This design comes from an exercise in tuning for small area on the open sky130 flow, not from production work.
In this exercise RTL edits were held to simulation tests only and were not proved equivalent to the original.
No activity file was given, so power comes from the tool's default toggle rates. The flow treats the clock pin as an ideal source, which a real chip does not have.

Setup of v9:
==> flow/design.v <==
`timescale 1ns / 1ps
module top (
    input  wire clk,
    input  wire reset,
    input  wire rx,
    output wire tx
);
    reg [2:0] ph;      
    reg [1:0] x;       
    reg [2:0] q;       
    reg [4:0] s;       
    wire wend = (ph == 3'd7);
    wire tick = wend & (x == 2'd3) & (q == 3'd4);    
    always @(posedge clk) begin
        ph <= ph + 3'd1;
        s  <= {s[3:0], (s[4] ^ s[2]) | (s == 5'd0)};
        x <= x + {1'b0, wend};
        q <= {q[1:0], ~q[2] & ~q[1]};
    end
    reg  [247:0] rf;
    wire tap = rf[247];
    wire lin;
    always @(posedge clk) rf <= {rf[246:0], lin};
    reg       inframe;
    reg [4:0] ib;            
    wire rxd = tick & inframe;
    always @(posedge clk) begin
        if (reset) begin
            inframe <= 1'b0;
            ib      <= 5'd0;
        end else begin
            ib <= ib + {4'd0, rxd};
            if (tick) begin
                if (!inframe) begin
                    if (!rx) inframe <= 1'b1;
                end else if (ib[2:0] == 3'd7) begin
                    inframe <= 1'b0;
                end
            end
        end
    end
    reg [15:0] sr;
    wire [4:0] rd  = sr[4:0];
    wire [2:0] f3  = sr[7:5];
    wire [7:0] imm = sr[15:8];
    wire [4:0] rs2 = sr[12:8];
    reg [1:0] cls;
    wire opc_hit = (sr[10:9] == 2'b11) & (sr[12:11] == 2'b00) & sr[13] & ~sr[15];
    always @(posedge clk) begin
        if (rxd && ib == 5'd7)
            cls <= {opc_hit & sr[14], opc_hit};
        else if (rxd && cls[1] && ib[4] && ib[3] && ib[2:0] != 3'd0 && (rx ^ (ib[2:0] == 3'd6)))
            cls[0] <= 1'b0;
    end
    wire is_r = cls[1];
    wire is_i = (cls == 2'b01);
    wire f7s  = cls[0];
    wire ev27 = rxd & (ib == 5'd27);
    wire rs1_bit = (ib >= 5'd15) & (ib <= 5'd19);
    wire rs1_put = (ib >= 5'd16) & (ib <= 5'd20) & (ph == ib[2:0]);
    wire ev31 = rxd & (ib == 5'd31);
    localparam S_IDLE = 5'd0,  S_LAW = 5'd1,  S_LAD = 5'd2,  S_LBW = 5'd3,
               S_LBD  = 5'd4,  S_WT  = 5'd5,  S_EX0 = 5'd6,
               S_TW1  = 5'd14, S_TW2 = 5'd15, S_TST = 5'd16;
    reg [4:0] st;
    wire rs2z = (rs2 == 5'd0);
    wire wen  = (cls != 2'b00) & (rd != 5'd0);
    wire d_w   = st[4] & ~st[0] & (st[3] | st[2] | st[1]);
    wire d_s   = st[4] & st[0];
    wire twait = d_w | (st == S_TW1) | (st == S_TW2) | (st == S_TST);
    reg adv;
    always @* begin
        case (st)
            S_IDLE:  adv = ev27;
            S_LAW:   adv = rs1z | (s == rs1);
            S_LBW:   adv = is_i | rs2z | (s == rs2);
            S_WT:    adv = ev31;
            default: adv = ~twait | tick;
        endcase
    end
    always @(posedge clk) begin
        if (reset)
            st <= S_IDLE;
        else if (wend)
            st <= st + {4'd0, adv};
    end
    reg wr_act;
    always @(posedge clk)
        if (wend)
            wr_act <= (st == S_TW1 || st == S_TW2 || st == S_TST) && !tick && wen && (s == rd);
    reg  [7:0] acc;           
    reg        cy;
    wire a  = acc[7];
    wire b  = sr[8];
    wire shift = is_r & (f3 == 3'b101);
    wire sub   = is_r & (f3 == 3'b000) & f7s;
    wire sra   = shift & f7s;
    wire logic_op = (cls != 2'b00) & f3[2] & (f3[1] | ~f3[0]);
    wire bb  = b ^ sub;
    wire cin = ~logic_op & ((ph == 3'd0) ? sub : cy);
    wire sum = a ^ bb ^ cin;
    wire co  = (a & bb) | (a & cin) | (bb & cin);
    wire res  = shift ? a : (logic_op & f3[1]) ? (f3[0] ? co : (sum | co)) : sum;
    wire [2:0] shamt = (sra && imm[7:3] != 5'd0) ? 3'b111 : imm[2:0];
    wire fill = sra & a;            
    reg txr;
    always @(posedge clk) begin
        if (reset)
            txr <= 1'b1;
        else if (tick)
            txr <= (st == S_TW2) ? 1'b0 : (d_w || st == S_TST) ? acc[6] : 1'b1;
    end
    assign tx = txr;
    wire [2:0] k = st[2:0];
    wire k_lt = (~k[2] & shamt[2]) |
                ((k[2] ~^ shamt[2]) & ((~k[1] & shamt[1]) | ((k[1] ~^ shamt[1]) & ~k[0] & shamt[0])));
    wire sh_pass = shift & ~st[4] &
                   ((st[3] & ~(st[2] & st[1]) & k_lt) | ((st[3:0] == 4'd7) & (shamt == 3'd7)));
    reg ain;
    always @* begin
        ain = a;
        if (rs1_put)
            ain = cy;
        else if (st == S_LAD)
            ain = tap & ~cy;
        else if (st == S_EX0)
            ain = res;
        else if (sh_pass || d_s)
            ain = wend ? fill : acc[6];
    end
    wire [4:0] rs1 = {acc[2], acc[3], acc[4], acc[5], acc[6]};    
    wire rs1z = (rs1 == 5'd0);
    always @(posedge clk) begin
        acc <= {acc[6:0], ain};
        if (rxd && rs1_bit) cy <= rx;
        else if (st == S_LAW) cy <= rs1z;      
        else if (st == S_LBW) cy <= rs2z;      
        else if (st == S_EX0) cy <= co;
    end
    wire sr_rx = rxd & (ib < 5'd28) & ~rs1_bit;
    always @(posedge clk) begin
        if (sr_rx)
            sr <= {rx, sr[15:1]};
        else if (st == S_LBD && !is_i)
            sr[15:8] <= {tap & ~cy, sr[15:9]};
        else if (st == S_EX0)
            sr[15:8] <= {sr[8], sr[15:9]};
    end
    assign lin = wr_act ? a : tap;
endmodule
clock: 10.0 ns
lec_check: 0
cap_margin: 0
core_margin: 2
core_utilization: 60
cts_buf_list: sky130_fd_sc_hd__clkbuf_8
cts_cluster_diameter: 60
cts_cluster_size: 20
place_density: 0.75
slew_margin: 0
standard.sh (not shown) runs the stock make flow with config.mk's settings and CLKGATE_MAP_FILE= SYNTH_SCRIPT=/design/flow/synth_recipe.tcl, a recipe that flattens the netlist after the stock synthesis.
==> flow/flow/run.sh <==
#!/bin/bash
set -euo pipefail
rm -rf myscripts
cp -r "$FLOW_HOME/scripts" myscripts
cp flow/abc_area_only.script myscripts/abc_speed.script
bash standard.sh SCRIPTS_DIR="$PWD/myscripts" synth > synth.log 2>&1
bash standard.sh CTS_ARGS="-sink_clustering_enable -repair_clock_nets -sink_clustering_size 20 -sink_clustering_max_diameter 60 -buf_list sky130_fd_sc_hd__clkbuf_4 -root_buf sky130_fd_sc_hd__clkbuf_4 -sink_clustering_buffer sky130_fd_sc_hd__clkbuf_8 -dont_use_dummy_load" > layout.log 2>&1
==> flow/flow/abc_area_only.script <==
&get -n
&st
&dch -f
&nf -a
&put
strash
&get -n
&st
&dch -f
&nf -a
&put
topo
Modified inputs, v14 compared to v9
==> flow/flow/run.sh <==
#!/bin/bash
set -euo pipefail
rm -rf myscripts
cp -r "$FLOW_HOME/scripts" myscripts
cp flow/abc_area_only.script myscripts/abc_speed.script
bash standard.sh SCRIPTS_DIR="$PWD/myscripts" synth > synth.log 2>&1
bash standard.sh CTS_ARGS="-sink_clustering_enable -repair_clock_nets -sink_clustering_size 22 -sink_clustering_max_diameter 60 -buf_list sky130_fd_sc_hd__clkbuf_2 -root_buf sky130_fd_sc_hd__clkbuf_2 -sink_clustering_buffer sky130_fd_sc_hd__clkbuf_8 -dont_use_dummy_load" BUFFER_PORTS_ARGS="-buffer_cell sky130_fd_sc_hd__buf_1" > layout.log 2>&1
Notes after the runs:
- For the total power, v14 came in about 1.8% lower than v9 did.
- There was hardly any difference in per-cell via count in the routed design between v9 and v14.
- Taking v9 as 1.0, v14 lands at 0.943 on first-pass GRT wire length.
- When the final numbers for v9 and v14 were put side by side, the wire length per cell after detailed routing turned out to be greater in v9.
- Number of iterations in the first detailed-routing pass ends up higher on v14.
- Going from v9 to v14, clock transition at the registers of the reported paths saw little to no change, fraction of area in multi-input gates saw little to no change, wire length saw a decrease, post-layout minimum cycle time saw a decrease.
### v14 -> v10
==> flow/flow/run.sh <==
#!/bin/bash
set -euo pipefail
rm -rf myscripts
cp -r "$FLOW_HOME/scripts" myscripts
cp flow/abc_area_only.script myscripts/abc_speed.script
bash standard.sh SCRIPTS_DIR="$PWD/myscripts" synth > synth.log 2>&1
bash standard.sh CTS_ARGS="-sink_clustering_enable -repair_clock_nets -sink_clustering_size 36 -sink_clustering_max_diameter 90 -buf_list sky130_fd_sc_hd__clkbuf_4 -root_buf sky130_fd_sc_hd__clkbuf_4 -sink_clustering_buffer sky130_fd_sc_hd__clkbuf_16 -dont_use_dummy_load" > layout.log 2>&1
v14 → v10: maximum clock skew at final layout fell by 65 ps; register-to-register slack fell by 60 ps; relative area change from synthesis to final layout rose by 0.61 points. Measured against each other, v14 and v10 differ in total routing usage reported by global routing, the lower figure coming from v14. Final standard cell area without fillers is higher on v10. The run showing the greater worst hold-check slack is v10.
--- input diff v10..v20 ---
==> flow/flow/run.sh <==
#!/bin/bash
set -euo pipefail
rm -rf myscripts
cp -r "$FLOW_HOME/scripts" myscripts
cp flow/abc_area_only.script myscripts/abc_speed.script
bash standard.sh SCRIPTS_DIR="$PWD/myscripts" synth > synth.log 2>&1
bash standard.sh CTS_ARGS="-sink_clustering_enable -repair_clock_nets -sink_clustering_size 22 -sink_clustering_max_diameter 60 -buf_list sky130_fd_sc_hd__clkbuf_4 -root_buf sky130_fd_sc_hd__clkbuf_4 -sink_clustering_buffer sky130_fd_sc_hd__clkbuf_8 -dont_use_dummy_load" BUFFER_PORTS_ARGS="-buffer_cell sky130_fd_sc_hd__buf_1" > layout.log 2>&1
==> comparison <==
Every run in the comparison, v20 and v10, completed the flow with a clean layout. v10 → v20: final standard cell area without fillers has decreased, power consumption went down by about 1.6%, post-route core utilization went down. Compare v20 and v10 | maximum ir drop on the vdd rail higher: v10. Re maximum fanout along the worst path: no difference whatsoever between v20 and v10.
For v41, these inputs were changed with respect to v20:
==> flow/flow/run.sh <==
#!/bin/bash
set -euo pipefail
rm -rf myscripts
cp -r "$FLOW_HOME/scripts" myscripts
cp flow/abc_area_only.script myscripts/abc_speed.script
bash standard.sh SCRIPTS_DIR="$PWD/myscripts" synth > synth.log 2>&1
bash standard.sh CTS_ARGS="-sink_clustering_enable -repair_clock_nets -sink_clustering_size 24 -sink_clustering_max_diameter 40 -buf_list sky130_fd_sc_hd__clkbuf_4 -root_buf sky130_fd_sc_hd__clkbuf_4 -sink_clustering_buffer sky130_fd_sc_hd__clkbuf_8 -dont_use_dummy_load" BUFFER_PORTS_ARGS="-buffer_cell sky130_fd_sc_hd__buf_1" > layout.log 2>&1
--- outcome ---
v41: all stages complete, timing, DRC and antenna checks passed. Per the comparison of v41 with v20, count of clock-buffer cells in the layout climbed 8; leakage dissipation climbed 0.058 nW. In the reports for v41 and v20, the smaller ratio of final minimum period to clock period belongs to v20. Synthesized cell count came out exactly the same in v41 and v20. Measured slew at the worst slew-check pin ended up 9.5 ps lower on v41 than on v20. NOTE: relative contribution of the clock network to total power in v41 exceeds that of v20. Delta (v41 minus v20): mean routed wirelength per cell rose about 0.9%, sequential share of power went down, cell count grew by 1.2%, final non-filler cell area higher.

-- separate check: timing with driven ports --
How much do the figures lean on ideal ports? The routed layouts below were timed once more, with nothing changed but the port constraints. Step 1, drivers: a clkbuf_16 drives clk and a buf_2 each remaining input, both assumed. Step 2, shift: input delay + t, output delay - t, t = (earliest + latest rising clock arrival at the registers) / 2. This alone moves slack from input paths to output paths. Slacks: no drivers / after step 1 / after step 2; pairs: no drivers / after step 1.
run	t (ns)	setup slack, ns	worst hold slack (ns)	worst slew at a driven data input, ns
v9	0.613	6.536 / 6.506 / 6.766	0.274 / 0.274 / 0.274	0.03
v14	0.685	6.836 / 6.806 / 6.992	0.276 / 0.276 / 0.276	0.03
v10	0.592	6.555 / 6.525 / 6.823	0.299 / 0.299 / 0.299	0.03
v20	0.596	6.941 / 6.910 / 6.999	0.304 / 0.304 / 0.304	0.03
v41	0.670	6.861 / 6.829 / 7.012	0.267 / 0.267 / 0.267	0.03
After both steps every run listed still meets setup and hold.
